This is an optimization exercise on Yosys and OpenROAD, whose aim is small area and a short achievable clock period, not a production implementation.
Power is estimated from default activity; no workload was simulated.

run 1:
Design systolic_array, start of the top module:
module systolic_array #(
  parameter int ROW_DIM = 4
) (
  input logic clk, rst,
  input logic en, clear,
  input logic signed [7:0] row0_in, row1_in, row2_in, row3_in,
  input logic signed [7:0] col0_in, col1_in, col2_in, col3_in,
  output logic signed [31:0] mac00, mac01, mac02, mac03,  
  output logic signed [31:0] mac10, mac11, mac12, mac13,
  output logic signed [31:0] mac20, mac21, mac22, mac23,
  output logic signed [31:0] mac30, mac31, mac32, mac33
);
clock: 9.0 ns
lec_check: 0
cap_margin: 20
core_margin: 2
core_utilization: 40
setup_slack_margin: 3
slew_margin: 20
run.sh (not shown) runs the stock make flow with config.mk's settings and CLKGATE_MAP_FILE= SYNTH_SCRIPT=/design/flow/synth_recipe.tcl, a recipe that flattens the netlist after the stock synthesis.
Inputs modified between run 1 and run 2:
--- a/flow/design.v
+++ b/flow/design.v
@@ -1,15 +1,17 @@
 module mac (
   input  logic clk, rst,
   input  logic clear,
   input  logic [7:0] a,    
   input  logic [7:0] b,    
   output logic [31:0] accumulate
 );
-  wire [15:0] al = accumulate[15:0] & {16{~clear}};
+  logic [15:0] lo_q, hi_q;
+  logic up_q, dn_q;
+  wire [15:0] al = lo_q & {16{~clear}};
   wire pp1 = a[0] & b[0];
   wire pp2 = a[0] & b[1];
   wire pp3 = a[0] & b[2];
   wire pp4 = a[0] & b[3];
   wire pp5 = a[0] & b[4];
   wire pp6 = a[0] & b[5];
   wire pp7 = a[0] & b[6];
@@ -267,29 +269,34 @@
   assign lo[11] = p0[11] ^ G8_10;
   assign lo[12] = p0[12] ^ G8_11;
   assign lo[13] = p0[13] ^ G8_12;
   assign lo[14] = p0[14] ^ G8_13;
   assign lo[15] = p0[15] ^ G8_14;
   assign lo[16] = G8_15;
   wire [1:0] cnt = 2'(c178) + 2'(lo[16]);
-  wire up = cnt[1];
-  wire dn = ~cnt[1] & ~cnt[0];
-  wire [15:0] hi = accumulate[31:16];
-  wire [15:0] ones, zeros;
-  assign ones[0] = 1'b1;
-  assign zeros[0] = 1'b1;
-  genvar i;
-  for (i = 1; i < 16; i++) begin : g_chain
-    assign ones[i] = ones[i-1] & hi[i-1];
-    assign zeros[i] = zeros[i-1] & ~hi[i-1];
+  logic [15:0] hi;
+  always_comb begin
+    for (int i = 0; i < 16; i++) begin
+      hi[i] = hi_q[i] ^ ((up_q & (&(hi_q | (16'hffff << i)))) |
+                         (dn_q & ~(|(hi_q & ~(16'hffff << i)))));
+    end
   end
-  wire [15:0] nhi = (hi ^ (({16{up}} & ones) | ({16{dn}} & zeros))) & {16{~clear}};
+  assign accumulate = {hi, lo_q};
   always_ff @(posedge clk or posedge rst) begin
-    if (rst) accumulate <= '0;
-    else accumulate <= {nhi, lo[15:0]};
+    if (rst) begin
+      lo_q <= '0;
+      hi_q <= '0;
+      up_q <= 1'b0;
+      dn_q <= 1'b0;
+    end else begin
+      lo_q <= lo[15:0];
+      hi_q <= hi & {16{~clear}};
+      up_q <= cnt[1];
+      dn_q <= ~cnt[1] & ~cnt[0];
+    end
   end
 endmodule
 module systolic_array #(
   parameter int ROW_DIM = 4
 ) (
   input logic clk, rst,
   input logic en, clear,
--- outcome ---
Between run 1 and run 2, number of post-CTS setup repair buffers decreased. Compared run 2 vs run 1, and number of cells on the worst reg-to-reg path is down in run 2. Compared to run 1, run 2 has number of rows created at floorplan 3 higher. Side by side, met2 track demand over resource in global routing turned out lower in run 2 than in run 1. Synthesized cell count on run 2 is up relative to run 1. Floorplan die width: run 2 > run 1. Required time at the worst-slack endpoint in run 2 vs run 1: up 70 ps. Against run 1, number of vias in the routed layout in run 2 fell slightly. When run 2 is set beside run 1, its register-to-register slack turns out to be 1310 ps larger. Comparing run 2 and run 1, combinational power share is higher on run 1. Post-synthesis cell area ends up higher on run 2. From run 1 to run 2 the numbers moved as follows: share of the clock period used by the worst path lower, final critical-path setup slack higher, aggregate routed wire length lower.
Function was not checked in any run of this note: the RTL went through the layout flow alone.


## epsilon
Another version of the RTL of systolic_array (not shown whole).
Size: roughly 6600 cells after synthesis, ~580 I/O pins, about 71000 sq um of cells after synthesis.
## systolic_array
module systolic_array #(
  parameter int ROW_DIM = 4
) (
  input logic clk, rst,
  input logic en, clear,
  input logic signed [7:0] row0_in, row1_in, row2_in, row3_in,
  input logic signed [7:0] col0_in, col1_in, col2_in, col3_in,
  output logic signed [31:0] mac00, mac01, mac02, mac03,  
  output logic signed [31:0] mac10, mac11, mac12, mac13,
  output logic signed [31:0] mac20, mac21, mac22, mac23,
  output logic signed [31:0] mac30, mac31, mac32, mac33
);
Settings: LEC_CHECK=0, CAP_MARGIN=20, CORE_MARGIN=2, CORE_UTILIZATION=40, SETUP_SLACK_MARGIN=3.5, SLEW_MARGIN=20, SYNTH_HIERARCHICAL=1; clock period 9.0 ns.
standard.sh (not shown) runs the stock make flow with config.mk's settings and CLKGATE_MAP_FILE= SYNTH_SCRIPT=/design/flow/synth_recipe.tcl, a recipe that flattens the netlist after the stock synthesis.
==> flow/flow/run.sh <==
#!/bin/bash
# Standard ORFS layout with three changes:
#  - after the standard synthesis, full adders are re-polarised (flow/fapol.py)
#    to drop most of the inverters Yosys leaves between them;
#  - input ports are buffered with buf_4 (flow/pre_place.tcl) and output
#    ports with buf_1, instead of the default buffer cell.
# Each tool's output goes to a log file of its own in this folder.
set -euo pipefail
R=orfs/results/${FLOW_PLATFORM}/systolic_array/base
bash standard.sh synth > synth.log 2>&1
python3 flow/fapol.py $R/1_2_yosys.v $R/1_2_yosys_pol.v > fapol.log 2>&1
cp $R/1_2_yosys.v 1_2_yosys_std.v
mv $R/1_2_yosys_pol.v $R/1_2_yosys.v
rm -f $R/1_synth.odb $R/1_synth.sdc
export PRE_GLOBAL_PLACE_TCL=$PWD/flow/pre_place.tcl
export POST_GLOBAL_PLACE_TCL=$PWD/flow/post_place.tcl
export BUFFER_PORTS_ARGS="-outputs -buffer_cell sky130_fd_sc_hd__buf_1"
bash standard.sh finish > layout.log 2>&1
Other scripts of this flow, unchanged in this note and not shown: flow/flow/fapol.py, flow/flow/post_place.tcl, flow/flow/pre_place.tcl
--- input diff epsilon..delta ---
--- a/flow/design.v
+++ b/flow/design.v
@@ -106,29 +106,27 @@
   logic [15:0] ones, zeros;
   mac_pfx u_pfx (.hi_q, .ones, .zeros);
   assign hi = hi_q ^ (({16{up_q}} & ones) | ({16{dn_q}} & zeros));
 endmodule
 module mac (
   input  logic clk,
   input  logic zero,       
   input  logic [7:0] a,    
   input  logic [7:0] b,    
   output logic [31:0] accumulate
 );
-  logic [15:0] s_q, c_q, hi_q;
-  logic dn_q;
-  logic [15:0] lo_v, hi_v, lo, hi;
-  logic cy;
-  mac_add16 u_add (.x(s_q), .y(c_q), .s(lo_v), .co(cy));
-  mac_hi u_hi (.hi_q, .up_q(cy & ~dn_q), .dn_q(dn_q & ~cy), .hi(hi_v));
-  assign lo = lo_v & {16{~zero}};
+  logic [15:0] lo_q, hi_q;
+  logic up_q, dn_q;
+  logic [15:0] hi_v, lo, hi;
+  mac_hi u_hi (.hi_q, .up_q, .dn_q, .hi(hi_v));
+  assign lo = lo_q & {16{~zero}};
   assign hi = hi_v & {16{~zero}};
   assign accumulate = {hi, lo};
   wire pp1 = a[0] & b[0];
   wire pp2 = a[0] & b[1];
   wire pp3 = a[0] & b[2];
   wire pp4 = a[0] & b[3];
   wire pp5 = a[0] & b[4];
   wire pp6 = a[0] & b[5];
   wire pp7 = a[0] & b[6];
   wire pp8 = ~(a[0] & b[7]);
   wire pp9 = a[1] & b[0];
@@ -295,28 +293,31 @@
   wire c170 = (s121 & c142) | (s121 & s143) | (c142 & s143);
   wire s171 = c122 ^ s145 ^ c144;
   wire c172 = (c122 & s145) | (c122 & c144) | (s145 & c144);
   wire s173 = c124 ^ s147 ^ c146;
   wire c174 = (c124 & s147) | (c124 & c146) | (s147 & c146);
   wire s175 = lo[14] ^ pp64 ^ c148;
   wire c176 = (lo[14] & pp64) | (lo[14] & c148) | (pp64 & c148);
   wire s177 = 1'b1 ^ lo[15];
   wire c178 = 1'b1 & lo[15];
   wire [15:0] ra = {c176, c174, c172, c170, c168, c166, c164, c162, c160, c158, c156, c154, c152, c150, s149, lo[0]};
   wire [15:0] rb = {s177, s175, s173, s171, s169, s167, s165, s163, s161, s159, s157, s155, s153, s151, pp9, pp1};
+  wire [15:0] sum;
+  wire c16;
+  mac_add16 u_add (.x(ra), .y(rb), .s(sum), .co(c16));
   wire t16 = c178;
   always_ff @(posedge clk) begin
-    s_q <= ra;
-    c_q <= rb;
+    lo_q <= sum;
     hi_q <= hi;
-    dn_q <= ~t16;
+    up_q <= c16 & t16;
+    dn_q <= ~c16 & ~t16;
   end
 endmodule
 module systolic_array #(
   parameter int ROW_DIM = 4
 ) (
   input logic clk, rst,
   input logic en, clear,
   input logic signed [7:0] row0_in, row1_in, row2_in, row3_in,
   input logic signed [7:0] col0_in, col1_in, col2_in, col3_in,
   output logic signed [31:0] mac00, mac01, mac02, mac03,  
   output logic signed [31:0] mac10, mac11, mac12, mac13,
[summary]
- Critical path data required time on delta is up relative to epsilon.
- Looking at slowest stage cell on the critical path, the sky130_fd_sc_hd__fa_1 result is from delta; the sky130_fd_sc_hd__fa_2 one comes from epsilon.
- delta falls short of epsilon in pre-CTS setup slack.
- delta — signed area change from the synthesized netlist to the final layout 2.7 points lower, epsilon as reference
- Between epsilon and delta, the flow reports count of clock-buffer cells in the layout decreasing by more than a quarter.
- Re number of standard cells in the final layout excluding fillers: delta and epsilon aren't equal, and the lower value belongs to delta.
- Going from epsilon to delta, area of the multi-input gates fell by about 4.5%, final worst-path setup slack fell by 0.0033 ns, power density normalized to cell area fell by 7.9%, total power fell by 18%, filler cell count fell by 1424.
Function was not checked in any run of this note: the RTL went through the layout flow alone.

static timing again, ports no longer ideal:
The results above use ideal ports. As a check the final layouts listed here were re-extracted and re-timed, cells and wires unchanged.
Step 1 (the two cells are an assumption about what drives the block):
set clk [get_ports {clk}]
set_driving_cell -lib_cell sky130_fd_sc_hd__clkbuf_16 $clk
set_driving_cell -lib_cell sky130_fd_sc_hd__buf_2 [delete_from_list [all_inputs] $clk]
Step 2 times the ports against the registers' clock, not the clock port: input delays grow and output delays shrink by t, the midpoint of the rising clock arrivals with the driver on.
a / b / c = no drivers / after step 1 / after step 2; a / b = the first two.
run | t, ns | setup WS [ns] | worst setup path after step 2 | latest minus earliest clock arrival (ns) | worst slew at a driven data input, ns
run 1 | 0.756 | 1.654 / 1.670 / 0.914 | input to register | 0.029 / 0.029 | 0.13
run 2 | 0.778 | 3.079 / 3.008 / 2.230 | input to register | 0.054 / 0.054 | 0.22
epsilon | 0.820 | 3.572 / 3.493 / 3.423 | input to register | 0.039 / 0.040 | 0.19
delta | 0.779 | 3.568 / 3.405 / 2.626 | input to register | 0.033 / 0.034 | 0.33
After both steps setup and hold are still met in every run listed. The setup slack of delta, which loses most, moves by -0.163 ns with the drivers and by -0.942 ns with both steps.
